Background: an optimization exercise with open tools, aiming at small area. Do not read the settings as production practice. Where RTL was checked, it was by simulation tests only, not by an equivalence proof against the original. No functional check of the RTL was part of run 3.

$ cat flow/config.mk
export PLATFORM = sky130hd
export DESIGN_NAME = axi4_slave
export DESIGN_NICKNAME = axi4_slave
export VERILOG_FILES = /design/flow/design.v
export SDC_FILE = /design/flow/constraint.sdc
export NUM_CORES = 4
export LEC_CHECK = 0
export CAP_MARGIN = 5
export CORE_MARGIN = 2
export CORE_UTILIZATION = 40
export PLACE_DENSITY = 0.6
export SLEW_MARGIN = 5
$ cat flow/constraint.sdc
create_clock -name core_clock -period 200.0 [get_ports {ACLK}]
set_input_delay 40.0000 -clock core_clock [delete_from_list [all_inputs] [get_ports {ACLK}]]
set_output_delay 40.0000 -clock core_clock [all_outputs]
set_load 0.01 [all_outputs]
$ cat flow/design.v
module axi4_slave #(
    parameter int          NUM_REGS   = 4     ,
    parameter integer      ID_WIDTH   = 4     ,
    parameter integer      ADDR_WIDTH = 32    ,
    parameter integer      DATA_WIDTH = 32    ,
    parameter logic [31:0] BASE_ADDR  = 32'h0
)(
    input  logic                     ACLK,
    input  logic                     ARESETN,
    input  logic [ID_WIDTH-1:0]       S_AXI_AWID     ,
    input  logic [ADDR_WIDTH-1:0]     S_AXI_AWADDR   ,
    input  logic [7:0]                S_AXI_AWLEN    ,
    input  logic [2:0]                S_AXI_AWSIZE   ,
    input  logic [1:0]                S_AXI_AWBURST  ,
    input  logic                      S_AXI_AWVALID  ,
    output logic                      S_AXI_AWREADY  ,
    input  logic [DATA_WIDTH-1:0]     S_AXI_WDATA    ,
    input  logic [(DATA_WIDTH/8)-1:0] S_AXI_WSTRB    ,
    input  logic                      S_AXI_WLAST    ,
    input  logic                      S_AXI_WVALID   ,
    output logic                      S_AXI_WREADY   ,
    output logic [ID_WIDTH-1:0]       S_AXI_BID      ,
    output logic [1:0]                S_AXI_BRESP    ,
    output logic                      S_AXI_BVALID   ,
    input  logic                      S_AXI_BREADY   ,
    input  logic [ID_WIDTH-1:0  ]     S_AXI_ARID     ,
    input  logic [ADDR_WIDTH-1:0]     S_AXI_ARADDR   ,
    input  logic [7:0]                S_AXI_ARLEN    ,
    input  logic [2:0]                S_AXI_ARSIZE   ,
    input  logic [1:0]                S_AXI_ARBURST  ,
    input  logic                      S_AXI_ARVALID  ,
    output logic                      S_AXI_ARREADY  ,
    output logic [ID_WIDTH-1:0  ]     S_AXI_RID      ,
    output logic [DATA_WIDTH-1:0]     S_AXI_RDATA    ,
    output logic [1:0]                S_AXI_RRESP    ,
    output logic                      S_AXI_RLAST    ,
    output logic                      S_AXI_RVALID   ,
    input  logic                      S_AXI_RREADY   ,
    output logic                      write_en        ,
    output logic                      read_en
);
function automatic [7:0] inc8(input [7:0] a);
    logic c;
    c = 1'b1;
    for (int k = 0; k < 8; k++) begin
        inc8[k] = a[k] ^ c;
        c = c & a[k];
    end
endfunction
function automatic [7:0] dec8(input [7:0] a);
    logic b;
    b = 1'b1;
    for (int k = 0; k < 8; k++) begin
        dec8[k] = a[k] ^ b;
        b = b & ~a[k];
    end
endfunction
function automatic gt8(input [7:0] a, input [7:0] b);
    logic g;
    g = 1'b0;
    for (int k = 0; k < 8; k++)
        g = (a[k] & ~b[k]) | (~(a[k] ^ b[k]) & g);
    gt8 = g;
endfunction
function automatic lt2(input [1:0] a, input [1:0] b);
    lt2 = (~a[1] & b[1]) | ((a[1] ~^ b[1]) & ~a[0] & b[0]);
endfunction
logic [31:0] regfile [4];
logic [3:0]  reg_ok;
localparam logic [1:0] WR_IDLE = 2'd0, WR_WAIT = 2'd1, WR_DATA = 2'd2, WR_RESP = 2'd3;
logic [1:0]  wr_state;
logic        awc_hs, wc_hs, b_out;
logic        awaddr_err, wstrb_err, wr_burst_err;
logic [3:0]  awid_q;
logic [7:0]  awlen_q;        
logic [1:0]  awsize_q, awburst_q;
logic [7:0]  wdiv_l;         
logic [1:0]  wdiv_s;         
logic [11:0] awaddr_q;
logic [1:0]  write_ptr;
logic [7:0]  wr_beat;
logic [2:0]  wr_wend;
logic [1:0]  wr_wstart;
wire w_idle = (wr_state == WR_IDLE);
wire w_wait = (wr_state == WR_WAIT);
wire w_data = (wr_state == WR_DATA);
wire w_resp = (wr_state == WR_RESP);
wire w_err  = awaddr_err | wstrb_err | wr_burst_err;
wire w_ok   = ~w_err & ~gt8(wr_beat, awlen_q);
wire w_lat  = w_wait & S_AXI_AWVALID;
wire w_we   = w_data & w_ok;
wire [7:0] aw_l = awc_hs ? awlen_q  : 8'd0;
wire [1:0] aw_s = awc_hs ? awsize_q : 2'd0;
axi4_slave_wrap u_wwrap (
    .ACLK(ACLK), .load(w_lat), .first(w_wait),
    .A(S_AXI_AWADDR), .L(w_wait ? aw_l : wdiv_l), .S(wdiv_s),
    .A_q(awaddr_q), .wend(wr_wend), .wstart(wr_wstart)
);
always_ff @(posedge ACLK or negedge ARESETN) begin
    if (!ARESETN) begin
        wr_state      <= WR_IDLE;
        S_AXI_AWREADY <= 1'b0;
        S_AXI_WREADY  <= 1'b0;
        S_AXI_BVALID  <= 1'b0;
        awc_hs        <= 1'b0;
        wc_hs         <= 1'b0;
        b_out         <= 1'b0;
    end else begin
        b_out <= w_resp;
        case (wr_state)
            WR_IDLE: begin
                if (S_AXI_AWVALID || S_AXI_WVALID) wr_state <= WR_WAIT;
                S_AXI_AWREADY <= 1'b0;
                S_AXI_WREADY  <= 1'b0;
                S_AXI_BVALID  <= 1'b0;
                awc_hs        <= 1'b0;
            end
            WR_WAIT: begin
                if (awc_hs && wc_hs) wr_state <= WR_DATA;
                if (S_AXI_AWVALID) begin
                    S_AXI_AWREADY <= 1'b1;
                    awc_hs        <= 1'b1;
                end
                S_AXI_WREADY <= 1'b1;
                if (S_AXI_WVALID) wc_hs <= 1'b1;
            end
            WR_DATA: begin
                if (S_AXI_WLAST || w_err) wr_state <= WR_RESP;
                S_AXI_AWREADY <= 1'b0;
            end
            WR_RESP: begin
                if (S_AXI_BREADY) wr_state <= WR_IDLE;
                S_AXI_WREADY <= 1'b0;
                S_AXI_BVALID <= ~(S_AXI_BREADY & S_AXI_BVALID);
                if (S_AXI_BREADY && S_AXI_BVALID) begin
                    awc_hs <= 1'b0;
                    wc_hs  <= 1'b0;
                end
            end
        endcase
    end
end
always_ff @(posedge ACLK) begin
    if (w_idle) begin
        awaddr_err   <= 1'b0;
        wstrb_err    <= 1'b0;
        wr_burst_err <= 1'b0;
        wr_beat      <= 8'd0;
    end
    if (w_lat) begin
        awid_q    <= S_AXI_AWID;
        awlen_q   <= S_AXI_AWLEN;
        awsize_q  <= S_AXI_AWSIZE[1:0];
        awburst_q <= S_AXI_AWBURST;
        wdiv_l    <= aw_l;
        wdiv_s    <= aw_s;
        write_ptr <= S_AXI_AWADDR[3:2];
    end
    if (w_data) begin
        if (w_ok) begin
            wr_beat <= inc8(wr_beat);
            case (awburst_q)
                2'b01: begin
                    if (~gt8(awlen_q, {6'd0, write_ptr})) awaddr_err <= 1'b1;
                    else                                  write_ptr  <= write_ptr + 2'd1;
                end
                2'b10: begin
                    if ({write_ptr == 2'd3, write_ptr + 2'd1} == wr_wend) write_ptr <= wr_wstart;
                    else                                                  write_ptr <= write_ptr + 2'd1;
                end
                2'b11: wr_burst_err <= 1'b1;
                default: ;
            endcase
        end
        if (S_AXI_WSTRB == 4'd0) wstrb_err <= 1'b1;
        if (wr_beat == 8'd0) begin
            if (awaddr_q[1:0] != 2'b00) awaddr_err <= 1'b1;
        end else begin
            if (lt2(write_ptr, awaddr_q[3:2])) awaddr_err <= 1'b1;
        end
    end
end
always_ff @(posedge ACLK or negedge ARESETN) begin
    if (!ARESETN)  reg_ok            <= 4'd0;
    else if (w_we) reg_ok[write_ptr] <= 1'b1;
end
logic [3:0] reg_be [4];
always_comb begin
    for (int r = 0; r < 4; r++)
        for (int i = 0; i < 4; i++)
            reg_be[r][i] = w_we && (write_ptr == 2'(r)) && (S_AXI_WSTRB[i] || !reg_ok[r]);
end
always_ff @(posedge ACLK) begin
    for (int r = 0; r < 4; r++)
        for (int i = 0; i < 4; i++)
            regfile[r][8*i +: 8] <= ({8{reg_be[r][i]}} & S_AXI_WDATA[8*i +: 8] & {8{S_AXI_WSTRB[i]}})
                                  | ({8{~reg_be[r][i]}} & regfile[r][8*i +: 8]);
end
assign S_AXI_BID   = b_out ? awid_q : 4'd0;
assign S_AXI_BRESP = ~b_out     ? 2'b00 :
                     awaddr_err ? 2'b11 :
                     (wstrb_err | wr_burst_err) ? 2'b10 : 2'b00;
assign write_en = awc_hs & wc_hs;
logic        ar_hs;
logic        rd_x;
logic [3:0]  arid_q;
logic [7:0]  arlen_q;        
logic [7:0]  arlen2_q;       
logic [1:0]  arsize_q, arburst_q;
logic [11:0] araddr_q;
logic [1:0]  read_ptr;
logic [2:0]  rd_wend;
logic [1:0]  rd_wstart;
logic [7:0]  rd_beat;
logic        ar_err, r_burst_err;
wire r_idle = ~rd_x & ~S_AXI_ARREADY;
wire r_wait = (~ar_hs & rd_x) | (S_AXI_ARREADY & ~rd_x);
wire r_data = ar_hs & rd_x;
wire [7:0] rd_beat_m1 = dec8(rd_beat);
wire c1 = (rd_beat_m1 == arlen2_q) && (rd_beat != 8'd0) && (araddr_q[1:0] != 2'b00);
wire c2 = ~c1 && (rd_beat == arlen2_q) && (araddr_q[4] || lt2(read_ptr, araddr_q[3:2]));
wire c3 = ~c1 && ~c2 && (arburst_q == 2'b11);
wire cn = ~c1 && ~c2 && ~c3;
wire r_beat = cn && S_AXI_RREADY && (rd_beat != 8'd0);
axi4_slave_wrap u_rwrap (
    .ACLK(ACLK), .load(r_wait), .first(r_wait),
    .A(S_AXI_ARADDR), .L(arlen_q), .S(arsize_q),
    .A_q(araddr_q), .wend(rd_wend), .wstart(rd_wstart)
);
wire [31:0] rd_word = reg_ok[read_ptr] ? regfile[read_ptr] : 32'd0;
always_ff @(posedge ACLK or negedge ARESETN) begin
    if (!ARESETN) begin
        rd_x          <= 1'b0;
        S_AXI_ARREADY <= 1'b0;
        ar_hs         <= 1'b0;
        S_AXI_RID     <= '0;
        S_AXI_RDATA   <= '0;
        S_AXI_RRESP   <= 2'b00;
        S_AXI_RLAST   <= 1'b0;
        S_AXI_RVALID  <= 1'b0;
    end else begin
        ar_hs         <= ~r_idle;
        S_AXI_ARREADY <= r_wait;
        rd_x          <= r_idle ? S_AXI_ARVALID :
                         r_wait ? ar_hs :
                                  ~(rd_beat == 8'd0 || ar_err || r_burst_err);
        if (r_idle) begin
            S_AXI_RLAST  <= 1'b0;
            S_AXI_RVALID <= 1'b0;
        end
        if (r_data && S_AXI_RREADY) begin
            if (c1 || c2 || c3) begin
                S_AXI_RVALID <= 1'b1;
                S_AXI_RLAST  <= 1'b1;
                S_AXI_RID    <= arid_q;
                S_AXI_RRESP  <= c3 ? 2'b01 : 2'b11;
            end else if (rd_beat != 8'd0) begin
                S_AXI_RVALID <= 1'b1;
                S_AXI_RDATA  <= rd_word;
                S_AXI_RID    <= arid_q;
                if (rd_beat == 8'd1) begin
                    S_AXI_RLAST <= 1'b1;
                    S_AXI_RRESP <= ar_err ? 2'b11 : r_burst_err ? 2'b10 : 2'b00;
                end
            end
        end
    end
end
always_ff @(posedge ACLK) begin
    if (r_idle) ar_err <= 1'b0;
    r_burst_err <= r_data && c3;
    if (r_wait) begin
        arid_q    <= S_AXI_ARID;
        arburst_q <= S_AXI_ARBURST;
        read_ptr  <= S_AXI_ARADDR[3:2];
        if (!ar_hs) begin
            arlen_q  <= S_AXI_ARLEN;
            arsize_q <= S_AXI_ARSIZE[1:0];
        end else begin
            arlen2_q <= S_AXI_ARLEN;
            rd_beat  <= inc8(arlen_q);
        end
    end
    if (r_data) begin
        if (c1 || c2) ar_err <= 1'b1;
        if (r_beat) begin
            rd_beat <= rd_beat_m1;
            if (rd_beat != 8'd1) begin
                case (arburst_q)
                    2'b01: begin
                        if (~gt8(arlen2_q, {6'd0, read_ptr})) ar_err   <= 1'b1;
                        else                                  read_ptr <= read_ptr + 2'd1;
                    end
                    2'b10: begin
                        if ({read_ptr == 2'd3, read_ptr + 2'd1} == rd_wend) read_ptr <= rd_wstart;
                        else                                                read_ptr <= read_ptr + 2'd1;
                    end
                    default: ;
                endcase
            end
        end
    end
end
assign read_en = ar_hs;
endmodule
module axi4_slave_wrap (
    input  logic        ACLK,
    input  logic        load,
    input  logic        first,
    input  logic [31:0] A,
    input  logic [7:0]  L,
    input  logic [1:0]  S,
    output logic [11:0] A_q,
    output logic [2:0]  wend,
    output logic [1:0]  wstart
);
    function automatic [7:0] dstep(input [7:0] R, input b, input [7:0] Lv, input integer w);
        logic [8:0] R2, s, nl;
        logic c;
        R2 = {R, b};
        for (int k = 0; k < 9; k++)
            if (k > w) R2[k] = 1'b0;
        nl = ~{1'b0, Lv};
        c  = 1'b0;                        
        for (int k = 0; k < 9; k++) begin
            s[k] = R2[k] ^ nl[k] ^ c;
            c    = (R2[k] & nl[k]) | (R2[k] & c) | (nl[k] & c);
        end
        dstep = c ? s[7:0] : R2[7:0];     
        for (int k = 0; k < 8; k++)
            if (k > w) dstep[k] = 1'b0;
    endfunction
    logic [7:0] R_q;
    wire [8*9-1:0] h;
    assign h[7:0] = 8'd0;
    for (genvar i = 0; i < 8; i++) begin : g_hi
        assign h[8*(i+1) +: 8] = dstep(h[8*i +: 8], A[31-i], L, i);
    end
    wire [11:0] bits = first ? A[23:12] : A_q;
    wire [8*13-1:0] r;
    assign r[7:0] = first ? h[8*8 +: 8] : R_q;
    for (genvar i = 0; i < 12; i++) begin : g_lo
        assign r[8*(i+1) +: 8] = dstep(r[8*i +: 8], bits[11-i], L, 8);
    end
    always_ff @(posedge ACLK) begin
        if (load) begin
            R_q <= r[8*12 +: 8];
            A_q <= A[11:0];
        end
    end
    wire [7:0] rm = (S == 2'd0) ? r[8*12 +: 8] : (S == 2'd1) ? r[8*11 +: 8] : r[8*10 +: 8];
    wire [7:0] X8 = (S == 2'd0) ? A_q[7:0] : (S == 2'd1) ? A_q[8:1] : A_q[9:2];
    wire hz = (S == 2'd0) ? (A_q[11:8] == 4'h0) : (S == 2'd1) ? (A_q[11:9] == 3'h0) : (A_q[11:10] == 2'h0);
    wire ho = (S == 2'd0) ? (A_q[11:8] == 4'hf) : (S == 2'd1) ? (A_q[11:9] == 3'h7) : (A_q[11:10] == 2'h3);
    logic [8:0] s9;
    always_comb begin
        logic c;
        logic [7:0] n, nr;
        nr = ~rm;
        c  = 1'b1;
        for (int k = 0; k < 8; k++) begin           
            n[k] = L[k] ^ nr[k] ^ c;
            c    = (L[k] & nr[k]) | (L[k] & c) | (nr[k] & c);
        end
        c = 1'b1;
        for (int k = 0; k < 8; k++) begin           
            s9[k] = X8[k] ^ n[k] ^ c;
            c     = (X8[k] & n[k]) | (X8[k] & c) | (n[k] & c);
        end
        s9[8] = c;
    end
    wire lo_ok = (s9[7:3] == 5'd0) &&
                 ((S == 2'd0) ? (s9[2:0] != 3'd0 && (!s9[2] || s9[1:0] == 2'd0)) :
                  (S == 2'd1) ? (!s9[2] && s9[1:0] != 2'd0 && s9[1:0] != 2'd3) :
                                (s9[2:0] == 3'd1));
    wire hit = lo_ok && ((hz && !s9[8]) || (ho && s9[8]));
    wire [1:0] Z = X8[1:0] - rm[1:0];
    always_comb begin
        wend   = 3'd0;
        wstart = 2'd0;
        if (hit) begin
            case (S)
                2'd0:    begin wend = s9[2:0];         wstart = Z;            end
                2'd1:    begin wend = {s9[1:0], 1'b0}; wstart = {Z[0], 1'b0}; end
                default: begin wend = 3'd4;            wstart = 2'd0;         end
            endcase
        end
    end
endmodule
$ cat flow/flow/run.sh
#!/bin/bash
# Standard ORFS layout with three changes, each tool logging to its own file:
#  - synthesis maps the logic with an area-oriented ABC script (flow/abc_area.script)
#    instead of ORFS's delay-oriented one; everything else in synthesis is unchanged,
#    so the registers are the standard synthesis's;
#  - each port gets the smallest buffer (buf_1) instead of clkdlybuf4s50_1;
#  - the clock tree uses smaller clock buffers and no dummy loads.
set -e
HERE=$(pwd)
rm -rf scripts_area
cp -r "$FLOW_HOME/scripts" scripts_area
cp flow/abc_area.script scripts_area/abc_speed.script
export SCRIPTS_DIR=$HERE/scripts_area
export BUFFER_PORTS_ARGS="-buffer_cell sky130_fd_sc_hd__buf_1"
export CTS_ARGS="-sink_clustering_enable -repair_clock_nets -dont_use_dummy_load -buf_list sky130_fd_sc_hd__clkbuf_16 -sink_clustering_size 32 -sink_clustering_max_diameter 100"
bash standard.sh > standard.log 2>&1
$ cat flow/flow/abc_area.script
strash
balance
rewrite
refactor
balance
rewrite
rewrite -z
balance
refactor -z
rewrite -z
balance
dch -f
amap -m
topo
$ cat flow/standard.sh
#!/bin/bash
# synth_recipe.tcl (not shown) runs the flow's synth.tcl, then flattens the netlist and writes it again
# the make line also repeats each setting of config.mk as NAME=value (left out here)
make -C /OpenROAD-flow-scripts/flow DESIGN_CONFIG=/design/flow/config.mk WORK_HOME=/design/flow/orfs CLKGATE_MAP_FILE= SYNTH_SCRIPT=/design/flow/synth_recipe.tcl "${@:-finish}"
==> results of run 1 <==
==> per-layer routing <==
layer  vias up  wire length [µm]  track usage (%)
met1      8642             26200             30.4
met4         0              1760             7.22
met5         -                 0                0
met2       524             27300             35.5
li1       7899                 -                -
met3       103              3010             2.26
==> stage by stage <==
step | std cells | hold WS [ps] | util, % | instance area, µm²
2_1_floorplan | 1962 | 441 | - | 21100
3_3_place_gp | 2885 | 452 | 44.0 | 23000
3_5_place_dp | 2885 | 459 | 44.0 | 23000
4_1_cts | 2899 | 475 | 44.7 | 23400
5_1_grt | 2900 | 487 | 44.7 | 23400
6_report | 2900 | 474 | 44.7 | 23400
==> flip-flops by register name, indices dropped and copies added, names as in the netlist, 4 cells and up <==
signal,flops
S_AXI_RDATA,32
S_AXI_RID,4
arid_q,4
arlen2_q,8
arlen_q,8
awid_q,4
awlen_q,8
rd_beat,8
reg_ok,4
regfile,128
u_rwrap.A_q,12
u_rwrap.R_q,8
u_wwrap.A_q,12
u_wwrap.R_q,8
wdiv_l,8
wr_beat,8
==> area by class of cell <==
class,count,area [µm²]
Clock buffer,14,350
Multi-Input combinational cell,1325,12700
Inverter,339,1270
Sequential cell,298,7140
Timing Repair Buffer,235,1050
Fill cell,5024,29000
Tap cell,688,861
Antenna cell,1,2.50
==> placed cells by master, fill, tap and decap left out, drive strengths merged, types with 46 or more instances in the layout <==
cell    count
clkinv    339
o22ai     265
fa        249
buf       235
dfxtp     153
o22a      123
nor2      102
ha         98
nand2      91
edfxtp     90
dfrtp      55
a21oi      53
o21ai      47
a22o       46
a222oi     46
==> Yosys cell counts, types with 6 or more instances <==
master / instances
a22o_1: 46
a32o_1: 39
nor2b_1: 12
nor4_1: 6
a22oi_1: 6
clkinv_1: 339
nor3_1: 19
a222oi_1: 46
a221oi_1: 32
o21a_1: 10
o21ai_0: 47
o221ai_1: 15
nand2_1: 91
ha_1: 98
o22a_1: 123
fa_1: 249
o32ai_1: 7
edfxtp_1: 90
dfxtp_1: 153
o22ai_1: 265
nor2_1: 102
dfrtp_1: 55
a21oi_1: 53
nand3_1: 7
==> cells by family after synthesis <==
group / after synthesis / share of synthesized area (%)
fa+ha+maj: 347 / 29.5
flops: 298 / 33.9
buf+inv: 339 / 6.04
compound gates: 721 / 25.4
simple gates: 257 / 5.24
==> final timing paths <==
path | end | startpoint | slack (ps)
hold reg to reg | regfile[0][9]$_DFF_P_ | regfile[0][9]$_DFF_P_ | 470
hold / removal | regfile[0][9]$_DFF_P_ | regfile[0][9]$_DFF_P_ | 470
min in group asynchronous | S_AXI_RDATA[8]$_DFFE_PN0P_ | ARESETN | 39630
setup reg to reg | write_ptr[1]$_DFF_P_ | wr_state[1]$_DFFE_PN0P_ | 138160
setup / recovery | read_ptr[1]$_DFF_P_ | S_AXI_ARADDR[31] | 100660
max in group asynchronous | S_AXI_BVALID$_DFFE_PN0N_ | ARESETN | 159830
==> critical path, delay by kind of cell <==
family                   cells  cell delay, ps
AND/OR/NAND/NOR             11            4160
AO/OA/AOI/OAI               40           11560
adder cells (fa/ha/maj)    122           37880
buffers and inverters       48            6040
==> impl_metrics.env, run 1 <==
export IMPL_synth_edf_count=90
export IMPL_core_area_mm2=0.0523
export IMPL_wl_per_cell_um=20.1
export IMPL_ys_ff_latch=298
export IMPL_max_slew_margin_pct=17.4
export IMPL_place_hpwl_um=42600
export IMPL_drc=0
export IMPL_avgSynthCellArea_um2=10.7
export IMPL_rsz0062_at_grt="no"
export IMPL_initial_utilization_pct=40.3
export IMPL_wl_um=58300
export IMPL_pre_cts_ws_ps=100380
export IMPL_antenna_found_initial=1
export IMPL_cts_resized=0
export IMPL_max_freq_ghz=0.0101
export IMPL_track_usage_pct=21.8
export IMPL_crit_path_max_fanout=10
export IMPL_post_cts_buffers=0
export IMPL_final_max_slew_viol_count=0
export IMPL_ff2ff_path_depth=234
export IMPL_grt_pass1_vias=17900
export IMPL_finalNetCount=2702
export IMPL_cp_slowest_cell="a221oi_1"
export IMPL_worst_slack_ps=100660
export IMPL_numCtsBuffers=14
export IMPL_finalWeightedCongestion=0.881
export IMPL_die_area_mm2=0.0545
export IMPL_drtPass1Iterations=6
export IMPL_synth_nets=2451
export IMPL_max_cap_viol_count=0
export IMPL_end_kind="flop"
export IMPL_ys_types=45
export IMPL_cp_common_cell="fa_1"
export IMPL_layout_min_cycle_time_ps=99340
export IMPL_cts_sinks=298
export IMPL_num_vias=17200
export IMPL_synth_area_mm2=0.0211
export IMPL_final_hold_violation_count=0
export IMPL_rows=84
export IMPL_detail_route_vias_per_cell=5.92
export IMPL_tightestPinTransition_ps=1210
export IMPL_synth_top_area_share_pct=23.6
export IMPL_grt_start_max_net_pins=56
export IMPL_syn_to_final_growth_pct=11.0
export IMPL_hold_class="flop to flop"
export IMPL_cts_root_buf="clkbuf_16"
export IMPL_skew_ps=51.6
export IMPL_yosys_warnings=4
export IMPL_ys_flop_type="dfxtp_1"
export IMPL_yosysTopAreaCell="fa_1"
export IMPL_crit_type="input pin to flop"
export IMPL_cp_data_arrival_time_ps=99750
export IMPL_clock_latency_ps=530
export IMPL_syn_inst=1962
export IMPL_die_w_um=234
export IMPL_status="no timing/DRC/antenna violations"
export IMPL_pin_count=194
export IMPL_grt_pass1_wl_um=95500
export IMPL_whs_path_depth=2
export IMPL_slowest_delay_ps=890
export IMPL_cts_htree_levels=1
export IMPL_setup_viol=0
export IMPL_drive_gt1_share_pct=3.03
export IMPL_post_route_period_util_pct=49.7
export IMPL_synth_seq_area_share_pct=33.9
export IMPL_startpoint_type="input pin"
export IMPL_die_y_um=234
export IMPL_postRouteAntennaNets=0
export IMPL_port_buffers=191
export IMPL_cts_buffer_depth=3
export IMPL_setup_tns_ps=0
export IMPL_drt_initial_drc_count=1392
export IMPL_overflow=0
export IMPL_async_flop_share_pct=18.5
export IMPL_clkTransAtPathRegs_ps=120
export IMPL_holdBufCountCts=0
export IMPL_cts_tree="done"
export IMPL_synth_area_leaders="fa_1 24%, dfxtp_1 15%, edfxtp_1 13%, o22ai_1 7.9%, dfrtp_1 6.5%"
export IMPL_required_ps=200410
==> run 2, diff against run 1 <==
--- a/flow/flow/run.sh
+++ b/flow/flow/run.sh
@@ -13,4 +13,4 @@
 export SCRIPTS_DIR=$HERE/scripts_area
 export BUFFER_PORTS_ARGS="-buffer_cell sky130_fd_sc_hd__buf_1"
-export CTS_ARGS="-sink_clustering_enable -repair_clock_nets -dont_use_dummy_load -buf_list sky130_fd_sc_hd__clkbuf_16 -sink_clustering_size 32 -sink_clustering_max_diameter 100"
+export CTS_ARGS="-sink_clustering_enable -repair_clock_nets -dont_use_dummy_load -buf_list sky130_fd_sc_hd__clkbuf_8 -sink_clustering_size 16 -sink_clustering_max_diameter 100"
 bash standard.sh > standard.log 2>&1
==> run 2 against run 1 <==
Net effect:
- maximum frequency hardly changed
- critical endpoint unchanged
- register-to-register slack got worse by 80 ps
- non-clock buffer count stayed put
==> impl_metrics.env, run 2 <==
export IMPL_wl_per_cell_um=20.1
export IMPL_finalNetCount=2710
export IMPL_grt_pass1_wl_um=96200
export IMPL_yosysMostFrequentCell="clkinv_1"
export IMPL_grt_use_met2_pct=36.1
export IMPL_holdWs_ps=471
export IMPL_fill_cells=5039
export IMPL_overflow=0
export IMPL_finalWeightedCongestion=0.881
export IMPL_numCtsBuffers=22
export IMPL_synth_nets=2451
export IMPL_drc=0
export IMPL_initial_utilization_pct=40.3
export IMPL_cts_buffer_depth=3
export IMPL_layout_common_cells="339 x clkinv_1, 262 x o22ai_1, 249 x fa_1, 190 x buf_1, 153 x dfxtp_1"
export IMPL_pre_cts_ws_ps=100380
export IMPL_synth_area_leaders="fa_1 24%, dfxtp_1 15%, edfxtp_1 13%, o22ai_1 7.9%, dfrtp_1 6.5%"
export IMPL_grt_start_max_net_pins=56
export IMPL_pin_count=194
export IMPL_wl_um=58500
export IMPL_hold_class="flop to flop"
export IMPL_yosysTopAreaCell="fa_1"
export IMPL_slowest_delay_ps=890
export IMPL_yosys_warnings=4
export IMPL_synth_edf_count=90
export IMPL_clock_latency_ps=580
export IMPL_post_cts_buffers=0
export IMPL_use_met1_pct=30.4
export IMPL_drt_initial_drc_count=1485
export IMPL_synth_top_area_share_pct=23.6
export IMPL_cts_root_buf="clkbuf_8"
export IMPL_rows=84
export IMPL_ys_flop_type="dfxtp_1"
export IMPL_syn_inst=1962
export IMPL_regMostFlops="regfile"
export IMPL_ys_ff_latch=298
export IMPL_synth_seq_area_share_pct=33.9
export IMPL_worst_slack_ps=100750
export IMPL_synth_area_mm2=0.0211
export IMPL_drtPass1Iterations=7
export IMPL_die_w_um=234
export IMPL_required_ps=200480
export IMPL_port_buffers=191
export IMPL_core_area_mm2=0.0523
export IMPL_end_kind="flop"
export IMPL_cp_slowest_cell="a221oi_1"
export IMPL_die_y_um=234
export IMPL_reg_top3="regfile x128, S_AXI_RDATA x32"
export IMPL_max_freq_ghz=0.0101
export IMPL_layout_min_cycle_time_ps=99250
export IMPL_startpoint_type="input pin"
export IMPL_top_usage_layer="met2"
export IMPL_num_vias=17200
export IMPL_drive_gt1_share_pct=3.38
export IMPL_setup_viol=0
export IMPL_crit_type="input pin to flop"
export IMPL_max_slew_margin_pct=17.1
export IMPL_cp_common_cell="fa_1"
export IMPL_final_hold_violation_count=0
export IMPL_tightestPinTransition_ps=1210
export IMPL_cp_data_arrival_time_ps=99730
export IMPL_grt_pass1_vias=18000
export IMPL_use_met3_pct=2.39
export IMPL_final_common_cell="clkinv_1"
export IMPL_setup_tns_ps=0
export IMPL_post_route_period_util_pct=49.6
export IMPL_die_area_mm2=0.0545
export IMPL_avgSynthCellArea_um2=10.7
export IMPL_place_hpwl_um=42600
export IMPL_rsz0062_at_grt="no"
export IMPL_track_usage_pct=21.9
export IMPL_async_flop_share_pct=18.5
export IMPL_cts_resized=0
export IMPL_ys_types=45
export IMPL_synth_commonest_cells="339 x clkinv_1, 265 x o22ai_1, 249 x fa_1"
export IMPL_postRouteAntennaNets=0
export IMPL_cts_tree="done"
export IMPL_antenna_found_initial=2
export IMPL_status="no timing/DRC/antenna violations"
export IMPL_largest_reg_flops=128
export IMPL_crit_path_max_fanout=10
export IMPL_cts_sinks=298
export IMPL_holdBufCountCts=0
export IMPL_detail_route_vias_per_cell=5.90
export IMPL_clkTransAtPathRegs_ps=100
export IMPL_skew_ps=16.4
export IMPL_cts_htree_levels=1
export IMPL_final_max_slew_viol_count=0
export IMPL_syn_to_final_growth_pct=10.7
export IMPL_max_cap_viol_count=0
## run 2: cell counts after synthesis
Identical to the previous run, type by type.
## run 2: kinds of logic after synthesis
family                     after synthesis  synth area share, %
and+or+nand+nor                        257                 5.24
AOI/OAI and AO/OA                      721                 25.4
buffers and inverters                  339                 6.04
DFF                                    298                 33.9
adders and majority gates              347                 29.5
## run 2: final timing paths
path                                          from                          to  slack [ps]  cells past startpoint
min in group asynchronous                  ARESETN  S_AXI_RDATA[8]$_DFFE_PN0P_       39580                      2
max reg2reg                wr_state[1]$_DFFE_PN0P_        write_ptr[1]$_DFF_P_      138080                    234
max in group asynchronous                  ARESETN   S_AXI_AWREADY$_DFFE_PN0P_      159870                      2
max                               S_AXI_ARADDR[31]         read_ptr[1]$_DFF_P_      100750                    221
min reg2reg                  regfile[0][9]$_DFF_P_       regfile[0][9]$_DFF_P_         470                      2
min                          regfile[0][9]$_DFF_P_       regfile[0][9]$_DFF_P_         470                      2
## run 2: final cells by class
type	instances	area (µm²)	area share, %
antenna	2	5.00	0.0214
clock buffer	22	303	1.30
inverter	339	1270	5.45
multi-input combinational	1325	12700	54.5
sequential	298	7140	30.6
tap	688	861	3.69
timing repair buffer	235	1050	4.49
## run 2: critical path, delay by kind of cell
kind	cells	cell delay [ps]
simple gates	11	4140
fa+ha+maj	122	37930
buf+inv	48	6040
compound gates	40	11560
## run 2: layer usage
metal / routed length, µm / up-vias
met5: 11 / -
met4: 1450 / 2
met3: 2950 / 89
met2: 27800 / 504
met1: 26200 / 8647
li1: - / 7919
## run 2: per-stage QoR
step / instance area, µm² / utilization [%] / instances
final: 23300 / 44.6 / 2909
after global routing: 23300 / 44.6 / 2908
after CTS: 23300 / 44.6 / 2907
after detailed placement: 23000 / 44.0 / 2885
after global placement: 23000 / 44.0 / 2885
after floorplan: 21100 / - / 1962
==> run 3, diff against run 2 <==
--- a/flow/design.v
+++ b/flow/design.v
@@ -185,15 +185,10 @@
     else if (w_we) reg_ok[write_ptr] <= 1'b1;
 end
-logic [3:0] reg_be [4];
-always_comb begin
-    for (int r = 0; r < 4; r++)
-        for (int i = 0; i < 4; i++)
-            reg_be[r][i] = w_we && (write_ptr == 2'(r)) && (S_AXI_WSTRB[i] || !reg_ok[r]);
-end
 always_ff @(posedge ACLK) begin
-    for (int r = 0; r < 4; r++)
+    if (w_we) begin
         for (int i = 0; i < 4; i++)
-            regfile[r][8*i +: 8] <= ({8{reg_be[r][i]}} & S_AXI_WDATA[8*i +: 8] & {8{S_AXI_WSTRB[i]}})
-                                  | ({8{~reg_be[r][i]}} & regfile[r][8*i +: 8]);
+            if (S_AXI_WSTRB[i] || !reg_ok[write_ptr])
+                regfile[write_ptr][8*i +: 8] <= S_AXI_WSTRB[i] ? S_AXI_WDATA[8*i +: 8] : 8'h00;
+    end
 end
 assign S_AXI_BID   = b_out ? awid_q : 4'd0;
--- a/flow/flow/run.sh
+++ b/flow/flow/run.sh
@@ -13,4 +13,4 @@
 export SCRIPTS_DIR=$HERE/scripts_area
 export BUFFER_PORTS_ARGS="-buffer_cell sky130_fd_sc_hd__buf_1"
-export CTS_ARGS="-sink_clustering_enable -repair_clock_nets -dont_use_dummy_load -buf_list sky130_fd_sc_hd__clkbuf_8 -sink_clustering_size 16 -sink_clustering_max_diameter 100"
+export CTS_ARGS="-sink_clustering_enable -repair_clock_nets -dont_use_dummy_load -buf_list sky130_fd_sc_hd__clkbuf_4 -sink_clustering_size 10 -sink_clustering_max_diameter 40"
 bash standard.sh > standard.log 2>&1
==> run 3 against run 2 <==
Net effect:
- first-iteration DRC count down 28%
- via count decreased by 7.8%
- maximum frequency down 0.14%
- synthesized cell count is 12% lower
- register-to-register slack better by 20 ps
- clock-buffer cell count is 24 higher
- critical endpoint is now write_ptr[1]$_DFF_P_
- highest routed layer unchanged
- critical path depth up 2
- hold slack got worse by 38 ps
==> impl_metrics.env, run 3 <==
export IMPL_place_area_mm2=0.0231
export IMPL_syn_inst=1730
export IMPL_die_y_um=234
export IMPL_skew_ps=84.2
export IMPL_whs_path_depth=1
export IMPL_rows=84
export IMPL_synth_commonest_cells="249 x fa_1, 218 x edfxtp_1, 208 x clkinv_1"
export IMPL_final_hold_violation_count=0
export IMPL_num_vias=15800
export IMPL_pre_cts_ws_ps=100170
export IMPL_drc=0
export IMPL_min_from="arid_q[3]$_DFFE_PP_"
export IMPL_ff2ff_setup_slack_ps=138100
export IMPL_place_hpwl_um=40000
export IMPL_wl_per_cell_um=20.4
export IMPL_syn_to_final_growth_pct=10.6
export IMPL_max_freq_ghz=0.0101
export IMPL_yosys_warnings=2
export IMPL_pin_count=194
export IMPL_synth_area_leaders="edfxtp_1 31%, fa_1 23%, dfrtp_1 6.5%, ha_1 5.5%, o22a_1 5.3%"
export IMPL_yosysMostFrequentCell="fa_1"
export IMPL_cp_data_arrival_time_ps=99990
export IMPL_synth_nets=2215
export IMPL_regMostFlops="regfile"
export IMPL_startpoint_type="input pin"
export IMPL_synth_edf_count=218
export IMPL_synth_area_mm2=0.0212
export IMPL_clock_latency_ps=730
export IMPL_numCtsBuffers=46
export IMPL_antenna_found_initial=3
export IMPL_cp_slowest_cell="a221oi_1"
export IMPL_dp_cells=2646
export IMPL_synth_top_area_share_pct=30.8
export IMPL_max_cap_viol_count=0
export IMPL_final_max_slew_viol_count=0
export IMPL_post_cts_buffers=0
export IMPL_end_kind="flop"
export IMPL_drt_initial_drc_count=1072
export IMPL_cp_buffers_inverters=47
export IMPL_ff2ff_path_depth=227
export IMPL_crit_type="input pin to flop"
export IMPL_cts_tree="done"
export IMPL_path_delay_family="adder cells"
export IMPL_cp_common_cell="fa_1"
export IMPL_setup_viol=0
export IMPL_wl_um=54800
export IMPL_tightestPinTransition_ps=1130
export IMPL_setup_tns_ps=0
export IMPL_post_route_period_util_pct=49.7
export IMPL_track_usage_pct=20.2
export IMPL_rsz0062_at_grt="no"
export IMPL_largest_reg_flops=128
export IMPL_ys_flop_type="edfxtp_1"
export IMPL_hold_class="flop to flop"
export IMPL_final_area_mm2=0.0235
export IMPL_slowest_delay_ps=890
export IMPL_avgSynthCellArea_um2=12.3
export IMPL_drive_gt1_share_pct=4.69
export IMPL_crit_path_max_fanout=10
export IMPL_die_w_um=234
export IMPL_fill_cells=4948
export IMPL_postRouteAntennaNets=0
export IMPL_reg2reg_to="write_ptr[1]$_DFF_P_"
export IMPL_async_flop_share_pct=18.5
export IMPL_ys_types=49
export IMPL_cts_sinks=298
export IMPL_cts_resized=0
export IMPL_layout_min_cycle_time_ps=99400
export IMPL_core_area_mm2=0.0526
export IMPL_finalNonFillerCells=2693
export IMPL_reg_top3="regfile x128, S_AXI_RDATA x32"
export IMPL_whs_endpoint="S_AXI_RID[3]$_DFFE_PN0P_"
export IMPL_overflow=0
export IMPL_yosysTopAreaCell="edfxtp_1"
export IMPL_final_common_cell="fa_1"
export IMPL_port_buffers=191
export IMPL_cts_buffer_depth=3
export IMPL_required_ps=200590
export IMPL_drtPass1Iterations=5
export IMPL_synth_seq_area_share_pct=39.7
export IMPL_r2r_start="wr_state[1]$_DFFE_PN0P_"
export IMPL_cts_root_buf="clkbuf_4"
export IMPL_clkTransAtPathRegs_ps=110
export IMPL_worst_slack_ps=100610
export IMPL_finalWeightedCongestion=0.891
export IMPL_finalNetCount=2491
export IMPL_grt_pass1_vias=16200
export IMPL_grt_pass1_wl_um=87900
export IMPL_cts_htree_levels=2
export IMPL_die_area_mm2=0.0550
export IMPL_ys_ff_latch=298
export IMPL_grt_start_max_net_pins=74
export IMPL_detail_route_vias_per_cell=5.88
export IMPL_max_slew_margin_pct=24.6
export IMPL_status="no timing/DRC/antenna violations"
export IMPL_layout_common_cells="249 x fa_1, 218 x edfxtp_1, 205 x clkinv_1, 190 x buf_1, 128 x o22a_1"
export IMPL_initial_utilization_pct=40.4
export IMPL_holdBufCountCts=0
## run 3: worst max-delay path by stage
stage                           startpoint                   end  slack (ps)  cells past startpoint
after floorplan           S_AXI_AWADDR[31]  write_ptr[1]$_DFF_P_      104280                    220
after global placement    S_AXI_ARADDR[31]   read_ptr[1]$_DFF_P_      101410                    223
after detailed placement  S_AXI_ARADDR[31]   read_ptr[1]$_DFF_P_      100170                    224
after CTS                 S_AXI_ARADDR[31]   read_ptr[1]$_DFF_P_      100750                    224
after global routing      S_AXI_ARADDR[31]   read_ptr[1]$_DFF_P_       96530                    225
final                     S_AXI_AWADDR[31]  write_ptr[1]$_DFF_P_      100610                    223
## run 3: cells by family (layout without fill, tap and decap cells)
kind of cell	after synthesis	in the layout	synth area share, %
AOI/OAI and AO/OA	577	577	21.2
xor gates and xnor gates	2	2	0.0825
adders and majority gates	343	343	29.0
buffers and inverters	208	482	3.68
DFF	298	298	39.7
muxes	1	1	0.0530
other	0	1	0
and+or+nand+nor	301	301	6.31
## run 3: layout make-up
type	count	area (µm²)	share of cell area [%]
multi-input combinational	1224	12100	51.4
sequential	298	8420	35.9
timing repair buffer	228	996	4.24
tap	688	861	3.67
inverter	208	781	3.32
clock buffer	46	345	1.47
antenna	1	2.50	0.0107
## run 3: stage by stage
| step | hold WS [ps] | util (%) |
|---|---|---|
| 2_1_floorplan | 441 | - |
| 3_3_place_gp | 457 | 44.0 |
| 3_5_place_dp | 460 | 44.0 |
| 4_1_cts | 430 | 44.7 |
| 5_1_grt | 428 | 44.7 |
| 6_report | 433 | 44.7 |
## run 3: metal layers
layer	track usage, %	vias up	wire (µm)
met1	27.6	7989	23700
met3	2.94	108	2970
li1	-	7254	-
met2	34.0	475	26800
met5	0	-	13
met4	5.23	2	1370
==> run 4, diff against run 3 <==
--- a/flow/design.v
+++ b/flow/design.v
@@ -66,5 +66,5 @@
     lt2 = (~a[1] & b[1]) | ((a[1] ~^ b[1]) & ~a[0] & b[0]);
 endfunction
-logic [31:0] regfile [4];
+logic [31:0] regfile_n [4];
 logic [3:0]  reg_ok;
 localparam logic [1:0] WR_IDLE = 2'd0, WR_WAIT = 2'd1, WR_DATA = 2'd2, WR_RESP = 2'd3;
@@ -185,10 +185,16 @@
     else if (w_we) reg_ok[write_ptr] <= 1'b1;
 end
+logic [3:0] reg_be [4];
+always_comb begin
+    for (int r = 0; r < 4; r++)
+        for (int i = 0; i < 4; i++)
+            reg_be[r][i] = w_we && (write_ptr == 2'(r)) && (S_AXI_WSTRB[i] || !reg_ok[r]);
+end
 always_ff @(posedge ACLK) begin
-    if (w_we) begin
+    for (int r = 0; r < 4; r++)
         for (int i = 0; i < 4; i++)
-            if (S_AXI_WSTRB[i] || !reg_ok[write_ptr])
-                regfile[write_ptr][8*i +: 8] <= S_AXI_WSTRB[i] ? S_AXI_WDATA[8*i +: 8] : 8'h00;
-    end
+            regfile_n[r][8*i +: 8] <= ({8{reg_be[r][i]}} & ~S_AXI_WDATA[8*i +: 8])
+                                    | {8{reg_be[r][i] & ~S_AXI_WSTRB[i]}}
+                                    | ({8{~reg_be[r][i]}} & regfile_n[r][8*i +: 8]);
 end
 assign S_AXI_BID   = b_out ? awid_q : 4'd0;
@@ -223,5 +229,5 @@
     .A_q(araddr_q), .wend(rd_wend), .wstart(rd_wstart)
 );
-wire [31:0] rd_word = reg_ok[read_ptr] ? regfile[read_ptr] : 32'd0;
+wire [31:0] rd_word = reg_ok[read_ptr] ? ~regfile_n[read_ptr] : 32'd0;
 always_ff @(posedge ACLK or negedge ARESETN) begin
     if (!ARESETN) begin
==> run 4 against run 3 <==
Net effect:
- synthesized cell count up 14%
- highest routed layer unchanged
- hold slack improved by 48 ps
- area after synthesis shrank 1.4%
- largest cell class unchanged
- critical path depth increased by 2
==> impl_metrics.env, run 4 <==
export IMPL_port_buffers=191
export IMPL_hold_class="flop to flop"
export IMPL_finalNetCount=2752
export IMPL_skew_ps=80.4
export IMPL_worst_slack_ps=101100
export IMPL_tightestPinTransition_ps=1090
export IMPL_drt_initial_drc_count=1415
export IMPL_numCtsBuffers=53
export IMPL_final_common_cell="nor2_1"
export IMPL_end_kind="flop"
export IMPL_cp_slowest_cell="a2111oi_0"
export IMPL_crit_path_max_fanout=10
export IMPL_yosysMostFrequentCell="nor2_1"
export IMPL_num_vias=17200
export IMPL_grt_start_max_net_pins=65
export IMPL_place_hpwl_um=42900
export IMPL_rows=83
export IMPL_wl_per_cell_um=19.8
export IMPL_grt_pass1_wl_um=95300
export IMPL_synth_top_area_share_pct=23.8
export IMPL_rsz0062_at_grt="no"
export IMPL_max_slew_margin_pct=27.0
export IMPL_post_route_period_util_pct=49.5
export IMPL_wl_um=58400
export IMPL_drtPass1Iterations=10
export IMPL_regMostFlops="regfile_n"
export IMPL_cts_resized=0
export IMPL_startpoint_type="input pin"
export IMPL_ff2ff_path_depth=235
export IMPL_ff2ff_setup_slack_ps=138910
export IMPL_synth_seq_area_share_pct=34.1
export IMPL_layout_common_cells="274 x nor2_1, 249 x fa_1, 208 x clkinv_1, 208 x a21oi_1, 190 x buf_1"
export IMPL_setup_viol=0
export IMPL_die_area_mm2=0.0542
export IMPL_cp_common_cell="fa_1"
export IMPL_overflow=0
export IMPL_cts_htree_levels=2
export IMPL_post_cts_buffers=0
export IMPL_reg_top3="regfile_n x128, S_AXI_RDATA x32"
export IMPL_avgSynthCellArea_um2=10.6
export IMPL_max_freq_ghz=0.0101
export IMPL_pre_cts_ws_ps=100710
export IMPL_ys_types=46
export IMPL_final_max_slew_viol_count=0
export IMPL_drive_gt1_share_pct=4.56
export IMPL_setup_tns_ps=0
export IMPL_fill_cells=4956
export IMPL_whs_path_depth=1
export IMPL_cts_root_buf="clkbuf_4"
export IMPL_largest_reg_flops=128
export IMPL_layout_min_cycle_time_ps=98910
export IMPL_final_hold_violation_count=0
export IMPL_synth_commonest_cells="274 x nor2_1, 249 x fa_1, 209 x a21oi_1, 209 x clkinv_1, 153 x dfxtp_1"
export IMPL_syn_to_final_growth_pct=11.1
export IMPL_die_y_um=233
export IMPL_pin_count=194
export IMPL_cts_sinks=298
export IMPL_grt_pass1_vias=17700
export IMPL_cp_data_arrival_time_ps=99550
export IMPL_initial_utilization_pct=40.7
export IMPL_synth_edf_count=90
export IMPL_status="no timing/DRC/antenna violations"
export IMPL_slowest_delay_ps=770
export IMPL_syn_inst=1977
export IMPL_cts_tree="done"
export IMPL_postRouteAntennaNets=0
export IMPL_track_usage_pct=22.2
export IMPL_synth_area_leaders="fa_1 24%, dfxtp_1 15%, edfxtp_1 13%, dfrtp_1 6.6%, ha_1 5.9%"
export IMPL_ys_flop_type="dfxtp_1"
export IMPL_r2r_start="wr_state[1]$_DFFE_PN0P_"
export IMPL_drc=0
export IMPL_yosysTopAreaCell="fa_1"
export IMPL_whs_endpoint="S_AXI_RID[2]$_DFFE_PN0P_"
export IMPL_clkTransAtPathRegs_ps=100
export IMPL_die_w_um=233
export IMPL_core_area_mm2=0.0515
export IMPL_synth_nets=2466
export IMPL_synth_area_mm2=0.0210
export IMPL_max_cap_viol_count=0
export IMPL_min_from="arid_q[2]$_DFFE_PP_"
export IMPL_reg2reg_to="write_ptr[1]$_DFF_P_"
export IMPL_crit_type="input pin to flop"
export IMPL_holdBufCountCts=0
export IMPL_clock_latency_ps=810
export IMPL_detail_route_vias_per_cell=5.83
export IMPL_async_flop_share_pct=18.5
export IMPL_cts_buffer_depth=3
export IMPL_required_ps=200640
export IMPL_ys_ff_latch=298
export IMPL_yosys_warnings=4
export IMPL_antenna_found_initial=11
export IMPL_finalWeightedCongestion=0.860
[run 4: changes by cell type after synthesis, moves of 5 or more]
cell,change
a21oi_1,+180
a221oi_1,-64
a222oi_1,+31
a32o_1,+31
dfxtp_1,+128
edfxtp_1,-128
nand2_1,-34
nor2_1,+163
nor2b_1,-31
o21ai_0,-5
o41ai_1,-32
[run 4: worst max-delay path by stage]
stage               slack (ps)                  end             start  cells past startpoint
global placement        101790  read_ptr[1]$_DFF_P_  S_AXI_ARADDR[31]                    225
finish                  101100  read_ptr[1]$_DFF_P_  S_AXI_ARADDR[31]                    225
floorplan               103940  read_ptr[1]$_DFF_P_  S_AXI_ARADDR[31]                    218
detailed placement      100710  read_ptr[1]$_DFF_P_  S_AXI_ARADDR[31]                    225
global route             97380  read_ptr[1]$_DFF_P_  S_AXI_ARADDR[31]                    225
CTS                     101330  read_ptr[1]$_DFF_P_  S_AXI_ARADDR[31]                    225
[run 4: metrics by stage]
stage               instance area (µm²)  hold WS (ps)  utilization [%]  cells
floorplan                         21000           442                -   1977
global placement                  22900           457             44.4   2888
detailed placement                22900           471             44.4   2888
CTS                               23300           488             45.2   2941
global route                      23300           498             45.2   2944
finish                            23300           481             45.2   2945
[run 4: kinds of logic after synthesis]
group,count (synthesis),synth area share (%)
fa+ha+maj,347,29.6
compound gates,716,24.5
mux,1,0.0537
simple gates,406,8.00
buf+inv,209,3.74
flops,298,34.1
[run 4: critical path, delay by kind of cell]
| family | cells | cell delay, ps |
|---|---|---|
| adder cells (fa/ha/maj) | 122 | 39780 |
| AO/OA/AOI/OAI | 38 | 8790 |
| buffers and inverters | 51 | 6130 |
| AND/OR/NAND/NOR | 13 | 4300 |
| multiplexers | 1 | 390 |
[run 4: area by class of cell]
class	count	area, µm²	share of cell area, %
sequential	298	7140	30.7
antenna	4	10.0	0.0430
tap	680	851	3.65
inverter	209	785	3.37
multi-input combinational	1470	13100	56.2
clock buffer	53	398	1.71
timing repair buffer	231	1020	4.37
[run 4: routing by layer]
metal	track usage, %	wire length [µm]	part of all wire (%)	vias to the layer above
li1	-	-	-	7996
met1	29.9	25600	44	8555
met2	35.2	27200	47	498
met3	5.40	3840	6.6	118
met4	6.73	1680	2.9	16
met5	0	105	0.18	-

-- static timing again, ports no longer ideal --
The results above use ideal ports. As a check the final layouts listed here were re-extracted and re-timed, cells and wires unchanged.
Step 1 (the two cells are an assumption about what drives the block):
set clk [get_ports {ACLK}]
set_driving_cell -lib_cell sky130_fd_sc_hd__clkbuf_16 $clk
set_driving_cell -lib_cell sky130_fd_sc_hd__buf_2 [delete_from_list [all_inputs] $clk]
Step 2 adds t to the input delays and takes it off the output delays; t is the mean of the earliest and latest rising clock arrival at the registers after step 1. Input paths then give back, and output paths get back, about the clock's delay inside the block.
Three values: ideal, step 1, step 2; two values: the first two.
| run | shift t [ns] | setup WS [ns] | worst hold slack (ns) | slew at the worst register clock pin (ns) |
|---|---|---|---|---|
| run 1 | 0.561 | 100.657 / 100.690 / 100.128 | 0.474 / 0.474 / 0.474 | 0.12 / 0.12 |
| run 2 | 0.623 | 100.749 / 100.775 / 100.151 | 0.471 / 0.471 / 0.471 | 0.12 / 0.12 |
| run 3 | 0.715 | 100.605 / 100.615 / 99.900 | 0.433 / 0.433 / 0.433 | 0.11 / 0.11 |
| run 4 | 0.820 | 101.095 / 101.087 / 100.268 | 0.481 / 0.481 / 0.481 | 0.11 / 0.11 |
After both steps setup and hold are still met in every run listed. For run 4, which loses most, drivers alone change the setup slack by -0.008 ns; drivers and shift together by -0.827 ns.
